What follows belongs to an exercise in optimizing a design on an open flow for small area; a production flow would make more cautious choices. In this exercise RTL edits were held to simulation tests only and were not proved equivalent to the original. No activity file was given, so power comes from the tool's default toggle rates.

## north
==> flow/design.v (excerpt) <==
module CHIP #(                                                                                  
    parameter BIT_W = 32                                                                        
)(                                                                                              
        input               i_clk,                                                              
        input               i_rst_n,                                                            
        input  [BIT_W-1:0]  i_IMEM_data,                                                        
        output [BIT_W-1:0]  o_IMEM_addr,                                                        
        output              o_IMEM_cen,                                                         
        input               i_DMEM_stall,                                                       
        input  [BIT_W-1:0]  i_DMEM_rdata,                                                       
        output              o_DMEM_cen,                                                         
        output              o_DMEM_wen,                                                         
        output [BIT_W-1:0]  o_DMEM_addr,                                                        
  ...
For scale: about 2400 cells after synthesis, about 170 I/O pins, ~28000 sq um of cells after synthesis.
export LEC_CHECK = 0
export ABC_AREA = 1
export CAP_MARGIN = 20
export CORE_MARGIN = 2
export CORE_UTILIZATION = 30
export SLEW_MARGIN = 20
create_clock -name core_clock -period 20.0 [get_ports {i_clk}]
standard.sh (not shown) runs the stock make flow with config.mk's settings and CLKGATE_MAP_FILE= SYNTH_SCRIPT=/design/flow/synth_recipe.tcl, a recipe that flattens the netlist after the stock synthesis.
==> flow/flow/run.sh <==
#!/bin/bash
# Standard ORFS layout with: CTS without dummy loads, small clock buffers with
# bounded sink clusters, and buf_1 cells as the port buffers.
set -euo pipefail
export CTS_ARGS="-sink_clustering_enable -repair_clock_nets -dont_use_dummy_load -buf_list sky130_fd_sc_hd__clkbuf_4 -sink_clustering_size 10 -sink_clustering_max_diameter 50"
export BUFFER_PORTS_ARGS="-buffer_cell sky130_fd_sc_hd__buf_1"
bash standard.sh > flow_make.log 2>&1
Looking at the reports, north completed the entire flow and the layout it produced met the timing, design-rule and antenna checks.
The following lists how south was set up differently from north:
==> flow/flow/run.sh <==
#!/bin/bash
# The standard ORFS layout (standard.sh), with three changes:
#  - ABC maps for area only (a copy of ORFS's scripts with its own abc_area.script);
#  - CTS without dummy loads, clkbuf_4 buffers and bounded sink clusters;
#  - buf_1 cells as the port buffers.
# make's full output goes to flow_make.log; each tool's log is under orfs/logs/.
set -euo pipefail
rm -rf scripts_local
cp -r "$FLOW_HOME/scripts" scripts_local
printf '%s\n' '&get -n' '&st' '&dch' '&nf -R 1000' '&put' > scripts_local/abc_area.script
export SCRIPTS_DIR="$PWD/scripts_local"
export CTS_ARGS="-sink_clustering_enable -repair_clock_nets -dont_use_dummy_load -buf_list sky130_fd_sc_hd__clkbuf_4 -sink_clustering_size 11 -sink_clustering_max_diameter 50"
export BUFFER_PORTS_ARGS="-buffer_cell sky130_fd_sc_hd__buf_1"
bash standard.sh > flow_make.log 2>&1
==> comparison <==
- Going from north to south, count of plain and timing-repair buffers in the layout went up about 6%; global-route wire length before repair went down 9900 um; first-iteration DRC count went down 19%; tap cell count went down 78.
- Having completed the whole flow, south delivered a layout that passed the timing, design-rule and antenna checks.


## run 1
Starting RTL as in the previous note.
==> flow/config.mk <==
export PLATFORM = sky130hd
export DESIGN_NAME = CHIP
export DESIGN_NICKNAME = CHIP
export VERILOG_FILES = /design/flow/design.v
export SDC_FILE = /design/flow/constraint.sdc
export NUM_CORES = 4
export LEC_CHECK = 0
export ABC_AREA = 1
export CAP_MARGIN = 20
export CORE_MARGIN = 2
export CORE_UTILIZATION = 30
export SLEW_MARGIN = 20
==> flow/constraint.sdc <==
create_clock -name core_clock -period 20.0 [get_ports {i_clk}]
set_input_delay 4.0000 -clock core_clock [delete_from_list [all_inputs] [get_ports {i_clk}]]
set_output_delay 4.0000 -clock core_clock [all_outputs]
set_load 0.01 [all_outputs]
==> flow/flow/run.sh <==
#!/bin/bash
# Standard ORFS layout with: CTS without dummy loads, chosen clock buffers with
# bounded sink clusters, and buf_1 cells as the port buffers.
set -euo pipefail
export CTS_ARGS="-sink_clustering_enable -repair_clock_nets -dont_use_dummy_load -buf_list sky130_fd_sc_hd__clkbuf_4 -sink_clustering_size 12 -sink_clustering_max_diameter 35"
export BUFFER_PORTS_ARGS="-buffer_cell sky130_fd_sc_hd__buf_1"
bash standard.sh > flow_make.log 2>&1
Run 1 reached the end of the flow, and the finished layout is clean on the timing, design-rule and antenna checks.
Setup changes, run 1 to run 2
==> flow/flow/run.sh <==
#!/bin/bash
# Standard ORFS layout with: CTS without dummy loads, small clock buffers with
# bounded sink clusters, and buf_1 cells as the port buffers.
set -euo pipefail
export CTS_ARGS="-sink_clustering_enable -repair_clock_nets -dont_use_dummy_load -buf_list sky130_fd_sc_hd__clkbuf_4 -sink_clustering_size 10 -sink_clustering_max_diameter 40"
export BUFFER_PORTS_ARGS="-buffer_cell sky130_fd_sc_hd__buf_1"
bash standard.sh > flow_make.log 2>&1
--- a/flow/config.mk
+++ b/flow/config.mk
@@ -10,3 +10,3 @@
 export CORE_MARGIN = 2
-export CORE_UTILIZATION = 30
+export CORE_UTILIZATION = 45
 export SLEW_MARGIN = 20
### Flow results
Clock period minus final worst setup slack: run 2 < run 1
The sequential power was comparable across run 2 and run 1.
Between run 1 and run 2, worst setup slack increased.
Looking only at synthesis-to-layout area growth, and setting everything else aside, the higher value of run 2 and run 1 goes to run 1.
As far as arithmetic-cell share of the synthesized area counting full adders, half adders and majority gates goes, run 2 and run 1 are indistinguishable; the numbers are identical.
Looking at fraction of area in clock buffers and inverters, run 2 sits 0.19 points higher than run 1 does.
Edits applied to the flow inputs when going from run 2 to run 3:
==> flow/flow/run.sh <==
#!/bin/bash
# The standard ORFS layout (standard.sh), with three changes:
#  - ABC maps for area only (a copy of ORFS's scripts with its own abc_area.script);
#  - CTS without dummy loads, clkbuf_4 buffers and bounded sink clusters;
#  - buf_1 cells as the port buffers.
# make's full output goes to flow_make.log; each tool's log is under orfs/logs/.
set -euo pipefail
rm -rf scripts_local
cp -r "$FLOW_HOME/scripts" scripts_local
printf '%s\n' '&get -n' '&st' '&dch' '&nf -R 1000' '&put' > scripts_local/abc_area.script
export SCRIPTS_DIR="$PWD/scripts_local"
export CTS_ARGS="-sink_clustering_enable -repair_clock_nets -dont_use_dummy_load -buf_list sky130_fd_sc_hd__clkbuf_4 -sink_clustering_size 11 -sink_clustering_max_diameter 50"
export BUFFER_PORTS_ARGS="-buffer_cell sky130_fd_sc_hd__buf_1"
bash standard.sh > flow_make.log 2>&1
--- a/flow/config.mk
+++ b/flow/config.mk
@@ -8,5 +8,5 @@
 export ABC_AREA = 1
-export CAP_MARGIN = 20
+export CAP_MARGIN = 5
 export CORE_MARGIN = 2
-export CORE_UTILIZATION = 45
-export SLEW_MARGIN = 20
+export CORE_UTILIZATION = 30
+export SLEW_MARGIN = 5
Findings:
- The flow did not stop early for run 3: all stages ran, and the layout cleared the timing, design-rule and antenna checks.
- Run 3 ended up with nor3b_1 as its cell with the biggest individual delay on the critical path; run 2 ended up with inv_2.
- The path length in cells of the critical path in run 3 was higher than what run 2 gave.
- [compare] base=run 2 new=run 3: post-synth design cell area fell 0.0011 sq mm, initial core utilization fell 15 points, inverter count of the layout excluding clock inverters fell 127.
## Diff of input files: run 4 against run 3
==> flow/flow/run.sh <==
#!/bin/bash
# Standard ORFS layout with: CTS without dummy loads, chosen clock buffers with
# bounded sink clusters, and buf_1 cells as the port buffers.
set -euo pipefail
export CTS_ARGS="-sink_clustering_enable -repair_clock_nets -dont_use_dummy_load -buf_list sky130_fd_sc_hd__clkbuf_8 -sink_clustering_size 22 -sink_clustering_max_diameter 40"
export BUFFER_PORTS_ARGS="-buffer_cell sky130_fd_sc_hd__buf_1"
bash standard.sh > flow_make.log 2>&1
--- a/flow/config.mk
+++ b/flow/config.mk
@@ -8,5 +8,5 @@
 export ABC_AREA = 1
-export CAP_MARGIN = 5
+export CAP_MARGIN = 20
 export CORE_MARGIN = 2
 export CORE_UTILIZATION = 30
-export SLEW_MARGIN = 5
+export SLEW_MARGIN = 20
Results
Changes observed in run 4 relative to run 3: first-pass GRT wire length has increased, worst hold slack has remained practically unchanged. Between run 4 and run 3, it is run 4 whose total via count in the routed design is higher, by 1376. Compared with run 3, run 4 shows a higher final cell count. Going from run 3 to run 4, netlist area before placement grew by a few percent. On flop-to-flop setup slack: run 4 sits above run 3. Going from run 3 to run 4, highest clock rate grows by 27 MHz. Shortest period the worst path allows on run 4 is ahead of run 3. On run 4: standard-cell row count is 2 higher than what run 3 gave.

==> what the ideal ports hide <==
In the flow no input, the clock included, has a driving cell. The finished layouts below were timed again as built, in two steps.
Step 1 sets driving cells, clkbuf_16 on the clock port and buf_2 on the other inputs (assumed; they add their load-dependent delay and slew).
Step 2 adds t to the input delays and takes it off the output delays; t is the mean of the earliest and latest rising clock arrival at the registers after step 1. Input paths then give back, and output paths get back, about the clock's delay inside the block.
Slacks: ideal / step 1 / step 2; pairs: ideal / step 1.
run	t (ns)	setup slack, ns	hold slack, ns
north	0.968	10.787 / 10.823 / 9.855	0.265 / 0.265 / 0.265
south	0.904	7.325 / 7.361 / 6.457	0.264 / 0.264 / 0.264
run 1	0.984	10.761 / 10.799 / 9.815	0.248 / 0.248 / 0.248
run 2	0.972	10.817 / 10.845 / 9.874	0.208 / 0.208 / 0.208
run 3	0.904	7.325 / 7.361 / 6.457	0.264 / 0.264 / 0.264
run 4	0.732	10.536 / 10.571 / 9.839	0.265 / 0.265 / 0.265
After both steps setup and hold are still met in every run listed. The setup slack of run 1, which loses most, moves by +0.038 ns with the drivers and by -0.946 ns with both steps.
